What follows belongs to an exercise in optimizing a design on an open flow for small area; a production flow would make more cautious choices.
Function was checked by simulation only, so behaviour that the tests miss may differ from the original.

$ cat flow/config.mk
export PLATFORM = sky130hd
export DESIGN_NAME = nco
export DESIGN_NICKNAME = nco
export VERILOG_FILES = /design/flow/design.v
export SDC_FILE = /design/flow/constraint.sdc
export NUM_CORES = 4
export LEC_CHECK = 0
export CAP_MARGIN = 20
export CORE_MARGIN = 2
export CORE_UTILIZATION = 40
export SLEW_MARGIN = 20
$ cat flow/constraint.sdc
create_clock -name core_clock -period 5.0 [get_ports {clk_i}]
set_input_delay 1.0000 -clock core_clock [delete_from_list [all_inputs] [get_ports {clk_i}]]
set_output_delay 1.0000 -clock core_clock [all_outputs]
set_load 0.01 [all_outputs]
$ cat flow/run.sh
#!/bin/bash
# synth_recipe.tcl (not shown) runs the flow's synth.tcl, then flattens the netlist and writes it again
# the make line also repeats each setting of config.mk as NAME=value (left out here)
make -C /OpenROAD-flow-scripts/flow DESIGN_CONFIG=/design/flow/config.mk WORK_HOME=/design/flow/orfs CLKGATE_MAP_FILE= SYNTH_SCRIPT=/design/flow/synth_recipe.tcl finish
$ cat flow/design.v
`timescale 1ns / 100ps
module cordic_cell #(
	parameter	VEC_WIDTH = 16,
	parameter	ANG_WIDTH = 16,
	parameter	THETA = 0,
	parameter	N = 0	)(
	input	wire							clk,
	input  	wire	signed	[VEC_WIDTH  :0] x_i,
	input  	wire	signed	[VEC_WIDTH  :0] y_i,
	input  	wire	signed	[ANG_WIDTH-1:0] z_i,
	output	reg 	signed	[VEC_WIDTH  :0] x_o,
	output	reg 	signed	[VEC_WIDTH  :0] y_o,
	output	reg 	signed	[ANG_WIDTH-1:0] z_o
);
always @ (posedge clk)
begin
	if (z_i[ANG_WIDTH-1] == 1'b0)	 
	begin
		x_o <= x_i - (y_i >>> N);
		y_o <= y_i + (x_i >>> N);
		z_o <= z_i - THETA;
	end
	else begin						 
		x_o <= x_i + (y_i >>> N);
		y_o <= y_i - (x_i >>> N);
		z_o <= z_i + THETA;
	end
end
endmodule
`timescale 1ns / 100ps
module cordic_pipelined #(
	parameter	VEC_WIDTH = 16,
	parameter	ANG_WIDTH = 16 )(
	input	wire							clk,
	input	wire		[ANG_WIDTH-1:0]		z_i,
	output	reg	signed	[VEC_WIDTH-1:0]		cos_o,
	output	reg	signed	[VEC_WIDTH-1:0]		sin_o
);
wire signed [VEC_WIDTH  :0] x [0:16];
wire signed [VEC_WIDTH  :0] y [0:16];
wire signed [ANG_WIDTH-1:0] z [0:16];
assign x[0] = 17'sd19898;
assign y[0] = 17'sd0;
wire [ANG_WIDTH-1:0] z_t = z_i - 16'd16384;
assign z[0] = (z_t[ANG_WIDTH-1])? ($signed(z_t) + 16'sd8192) : ($signed(z_t) - 16'sd8192);
reg		sr	[15:0];
integer n;
always @ (posedge clk)
begin
	for (n = 15; n>0; n = n-1)
	begin
		sr[n] <= sr[n-1];
	end
	sr[0] <= z_t[ANG_WIDTH-1];
end
wire sel = sr[15];
cordic_cell #(.THETA(16'sd4096),.N(0)) cell0
(
	.clk(clk),
	.x_i(x[0]),
	.y_i(y[0]), 
	.z_i(z[0]),
	.x_o(x[1]),
	.y_o(y[1]),
	.z_o(z[1])
);
cordic_cell #(.THETA(16'sd2418),.N(1)) cell1
(
	.clk(clk),
	.x_i(x[1]),
	.y_i(y[1]), 
	.z_i(z[1]),
	.x_o(x[2]),
	.y_o(y[2]),
	.z_o(z[2])
);
cordic_cell #(.THETA(16'sd1278),.N(2)) cell2
(
	.clk(clk),
	.x_i(x[2]),
	.y_i(y[2]), 
	.z_i(z[2]),
	.x_o(x[3]),
	.y_o(y[3]),
	.z_o(z[3])
);
cordic_cell #(.THETA(16'sd649),.N(3)) cell3
(
	.clk(clk),
	.x_i(x[3]),
	.y_i(y[3]), 
	.z_i(z[3]),
	.x_o(x[4]),
	.y_o(y[4]),
	.z_o(z[4])
);
cordic_cell #(.THETA(16'sd326),.N(4)) cell4
(
	.clk(clk),
	.x_i(x[4]),
	.y_i(y[4]), 
	.z_i(z[4]),
	.x_o(x[5]),
	.y_o(y[5]),
	.z_o(z[5])
);
cordic_cell #(.THETA(16'sd163),.N(5)) cell5
(
	.clk(clk),
	.x_i(x[5]),
	.y_i(y[5]), 
	.z_i(z[5]),
	.x_o(x[6]),
	.y_o(y[6]),
	.z_o(z[6])
);
cordic_cell #(.THETA(16'sd81),.N(6)) cell6
(
	.clk(clk),
	.x_i(x[6]),
	.y_i(y[6]), 
	.z_i(z[6]),
	.x_o(x[7]),
	.y_o(y[7]),
	.z_o(z[7])
);
cordic_cell #(.THETA(16'sd41),.N(7)) cell7
(
	.clk(clk),
	.x_i(x[7]),
	.y_i(y[7]), 
	.z_i(z[7]),
	.x_o(x[8]),
	.y_o(y[8]),
	.z_o(z[8])
);
cordic_cell #(.THETA(16'sd20),.N(8)) cell8
(
	.clk(clk),
	.x_i(x[8]),
	.y_i(y[8]), 
	.z_i(z[8]),
	.x_o(x[9]),
	.y_o(y[9]),
	.z_o(z[9])
);
cordic_cell #(.THETA(16'sd10),.N(9)) cell9
(
	.clk(clk),
	.x_i(x[9]),
	.y_i(y[9]), 
	.z_i(z[9]),
	.x_o(x[10]),
	.y_o(y[10]),
	.z_o(z[10])
);
cordic_cell #(.THETA(16'sd5),.N(10)) cell10
(
	.clk(clk),
	.x_i(x[10]),
	.y_i(y[10]), 
	.z_i(z[10]),
	.x_o(x[11]),
	.y_o(y[11]),
	.z_o(z[11])
);
cordic_cell #(.THETA(16'sd3),.N(11)) cell11
(
	.clk(clk),
	.x_i(x[11]),
	.y_i(y[11]), 
	.z_i(z[11]),
	.x_o(x[12]),
	.y_o(y[12]),
	.z_o(z[12])
);
cordic_cell #(.THETA(16'sd1),.N(12)) cell12
(
	.clk(clk),
	.x_i(x[12]),
	.y_i(y[12]), 
	.z_i(z[12]),
	.x_o(x[13]),
	.y_o(y[13]),
	.z_o(z[13])
);
cordic_cell #(.THETA(16'sd1),.N(13)) cell13
(
	.clk(clk),
	.x_i(x[13]),
	.y_i(y[13]), 
	.z_i(z[13]),
	.x_o(x[14]),
	.y_o(y[14]),
	.z_o(z[14])
);
cordic_cell #(.THETA(16'sd0),.N(14)) cell14
(
	.clk(clk),
	.x_i(x[14]),
	.y_i(y[14]), 
	.z_i(z[14]),
	.x_o(x[15]),
	.y_o(y[15]),
	.z_o(z[15])
);
cordic_cell #(.THETA(16'sd0),.N(15)) cell15
(
	.clk(clk),
	.x_i(x[15]),
	.y_i(y[15]), 
	.z_i(z[15]),
	.x_o(x[16]),
	.y_o(y[16]),
	.z_o(z[16])
);
wire signed [VEC_WIDTH:0] x_t = (sel) ? -y[16] : y[16];
wire signed [VEC_WIDTH:0] y_t = (sel) ? x[16] : -x[16];
always @ (posedge clk)
begin
	cos_o <= (x_t[VEC_WIDTH]) ? ((x_t[VEC_WIDTH-1]==1'b1) ? x_t[15:0] : 16'h8001) : ((x_t[VEC_WIDTH-1]==1'b0) ?x_t[15:0] : 16'h7FFF);
	sin_o <= (y_t[VEC_WIDTH]) ? ((y_t[VEC_WIDTH-1]==1'b1) ? y_t[15:0] : 16'h8001) : ((y_t[VEC_WIDTH-1]==1'b0) ?y_t[15:0] : 16'h7FFF);
end
endmodule
`timescale 1ns / 100ps
module nco #(
	parameter	VEC_WIDTH = 16,
	parameter	ANG_WIDTH = 16,
	parameter	ACC_WIDTH = 32	)(
	input	wire						clk_i,
	input	wire						rst_n,
	input	wire	[ACC_WIDTH-1:0]		acc_i,
	output	signed	[VEC_WIDTH-1:0]		cos_o,
	output	signed	[VEC_WIDTH-1:0]		sin_o
	);
reg		[ACC_WIDTH-1:0]		acc;
always @ (posedge clk_i, negedge rst_n)
begin
	if (!rst_n)
		acc <= 'd0;
	else
		acc <= acc + acc_i;
end
wire [ANG_WIDTH-1:0] z_i = acc[ACC_WIDTH-1 : ACC_WIDTH-ANG_WIDTH+1];
cordic_pipelined #(
	.VEC_WIDTH		(VEC_WIDTH),
	.ANG_WIDTH		(ANG_WIDTH)
)	cordic_inst (
	.clk			(clk_i),
	.z_i			(z_i),
	.cos_o			(cos_o), 
	.sin_o			(sin_o)
);
endmodule
==> flow_summary.json <==
{
  "drt_iter0_markers": 2338,
  "cp_top_family": "compound AO/OA/AOI/OAI gates",
  "die_w_um": 366.2,
  "path_buf_inv": 0,
  "cpMaxStageDelayCell": "a2111oi_0",
  "grt_overflow_total": 0,
  "cts-root-buf": "clkbuf_16",
  "busiest_layer": "met2",
  "grt_first_pass_wirelength_um": 198300,
  "ys_ff_latch": 789,
  "synth_top_area_share_pct": 28.87,
  "stdcell_area_mm2": 0.05825,
  "worst-setup-path-type": "reg2reg",
  "hold_viol": 0,
  "crit_arrival_ns": 4.49,
  "io_pins": 66,
  "grt_pass1_vias": 40510,
  "drive_gt1_share_pct": 3.908,
  "grtUsageMet3_pct": 2.409,
  "clkLatencyLatePin_ns": 0.72,
  "setup_tns_ns": 0,
  "cts_buffers": 90,
  "ctsResizeCount": 0,
  "rows": 132,
  "finalClockSkew_ns": 0.05311,
  "die_area_mm2": 0.1341,
  "clockBufferDepth": 3,
  "synth-main-ff-cell": "dfxtp_1",
  "layout_setup_ws_ns": 1.101,
  "required_ns": 5.59,
  "syn-cell-area_mm2": 0.05249,
  "met1_usage_pct": 21.17,
  "use_met2_pct": 31.50,
  "synth.avg_cell_area_um2": 8.817,
  "io_buffer_count": 65,
  "grt.total_usage_pct": 17.40,
  "rsz0062_at_grt": "false",
  "place_hpwl_um": 94430,
  "synth_top_area_cell": "dfxtp_1",
  "ant_nets": 0,
  "path_cells": "nor2_1 > nor4b_1 > nor2_1 > xnor2_1 > ha_1 > a2111oi_0 > o21ai_0 > nor3b_1 > o31a_1 > o31ai_1 > a21boi_0",
  "ys_seq_area_share_pct": 30.40,
  "placed_area_mm2": 0.05510,
  "final_common_cell": "dfxtp_1",
  "num_antenna_cells": 0,
  "critPathLaunchType": "register",
  "status": "timing/DRC/antenna clean",
  "setup_viol": 0,
  "antenna_found_initial": 0,
  "slew_headroom_pct": 28.17,
  "slew_violations": 0,
  "die_y_um": 366.2,
  "reg2reg_depth": 11,
  "crit_path_frequent_cell": "nor2_1",
  "cts_num_sinks": 789,
  "yosys_warnings": 20,
  "nets": 6847,
  "grt_max_degree": 33,
  "path_depth": 11,
  "layout_min_cycle_time_ns": 3.899,
  "areaGrowthSynthToFinish_pct": 10.98,
  "cp-end-kind": "register",
  "min_path_cells": 0,
  "endpoint": "cordic_inst.cell6.y_o[14]",
  "cts_tree": "yes",
  "dr.pass1.iters": 6,
  "wl_per_cell_um": 15.11,
  "hold_buffers": 0,
  "fin_crit_sh_pct": 77.97,
  "pre_cts_slack_ns": 1.023,
  "timing.rr.start": "cordic_inst.cell5.x_o[9]",
  "cp_max_fo": 4,
  "max_cap_viol_count": 0,
  "async_flop_share_pct": 4.056,
  "synth.distinct_cells": 89,
  "routed_wirelength_um": 118800,
  "largest_register_ffs": 32,
  "via_per_inst": 5.315,
  "max_freq_mhz": 256.5,
  "num_vias": 41760,
  "drc_errors": 0,
  "postCtsSetupRepairBufs": 0,
  "hp-class": "reg2reg",
  "clk_pin_slew_ns": 0.06,
  "final_cell_mix": "dfxtp_1 (757), ha_1 (729), a21oi_1 (555)",
  "synthesis.nets": 6759,
  "crit_path_start": "cordic_inst.cell5.x_o[9]",
  "largest-register": "acc",
  "htree_levels": 3,
  "reg2reg_to": "cordic_inst.cell6.y_o[14]",
  "worstMarginPinSlew_ns": 1.076,
  "reg2reg_slack_ns": 1.10,
  "synthTopCellsByArea": "dfxtp_1 (29%), ha_1 (17%), xnor2_1 (8.3%)",
  "synth_edf_count": 0,
  "start_util_pct": 40.43,
  "critPathMaxStageDelay_ns": 0.63,
  "synthCells": 5953,
  "gp_congestion": 0.8784,
  "core_area_mm2": 0.1298
}
## metrics by stage
| step | util [%] | hold slack (ns) | instances |
|---|---|---|---|
| floorplan | - | 0.3096 | 5953 |
| global placement | 42.44 | 0.3144 | 7691 |
| detailed placement | 42.44 | 0.3121 | 7691 |
| CTS | 44.87 | 0.3187 | 7857 |
| global route | 44.87 | 0.3223 | 7857 |
| finish | 44.87 | 0.3199 | 7857 |
## worst min-delay path by stage
stage / startpoint / endpoint
final: cordic_inst.sr[5] / cordic_inst.sr[6]
after global routing: cordic_inst.sr[5] / cordic_inst.sr[6]
after CTS: cordic_inst.sr[5] / cordic_inst.sr[6]
after detailed placement: cordic_inst.sr[5] / cordic_inst.sr[6]
after global placement: cordic_inst.cell0.z_o[0] / cordic_inst.cell1.z_o[0]
after floorplan: cordic_inst.cell0.z_o[0] / cordic_inst.cell1.z_o[0]
## cells in the mapped netlist (all sizes together) (35+ instances only)
| library cell | count |
|---|---|
| a211oi | 37 |
| a21o | 205 |
| a21oi | 563 |
| a31oi | 78 |
| and3 | 72 |
| clkbuf | 70 |
| dfxtp | 757 |
| fa | 43 |
| ha | 729 |
| inv | 403 |
| mux2i | 35 |
| nand2 | 241 |
| nand2b | 53 |
| nand3 | 107 |
| nand4 | 53 |
| nor2 | 475 |
| nor2b | 62 |
| nor3 | 226 |
| nor4 | 46 |
| o21a | 66 |
| o21ai | 269 |
| o21bai | 84 |
| xnor2 | 497 |
| xor2 | 238 |
## routing by layer
metal	part of all wire (%)	vias up
met5	0	-
met4	2.7	0
met3	3.1	210
met2	49	631
met1	45	19290
li1	-	21630
## cell families after synthesis
kind of cell | synth area share [%]
buffers and inverters | 3.588
adder cells (fa/ha/maj) | 19.11
multiplexers | 1.054
other | 0.007145
AND/OR/NAND/NOR | 13.76
XOR/XNOR | 12.31
flip-flops | 30.40
AO/OA/AOI/OAI | 19.77
## layout make-up
class | count | area, um^2
fill | 12760 | 71560
multi-input combinational | 4670 | 34650
sequential | 789 | 15960
clock buffer | 122 | 2562
tap | 1742 | 2180
inverter | 407 | 1528
timing repair buffer | 83 | 785.8
clock inverter | 44 | 590.6

[what the ideal ports hide]
The results above use ideal ports. As a check the final layout listed here was re-extracted and re-timed, cells and wires unchanged. Step 1 (the two cells are an assumption about what drives the block):
set clk [get_ports {clk_i}]
set_driving_cell -lib_cell sky130_fd_sc_hd__clkbuf_16 $clk
set_driving_cell -lib_cell sky130_fd_sc_hd__buf_2 [delete_from_list [all_inputs] $clk]
Step 2 moves the port delays by t, midway between the first and last clock arrival at a register: inputs arrive t later, outputs are due t later. That takes back most of the time a late clock gives input paths. Three values: ideal, step 1, step 2; two values: the first two.
shift t [ns]: 0.762
slack for setup (ns): 1.101 / 1.101 / 0.980
worst slew at a driven data input, ns: 0.04
pins driven straight from the clock port: 1
After both steps this run still meets setup and hold. For this run, drivers alone change the setup slack by 0.000 ns; drivers and shift together by -0.121 ns.
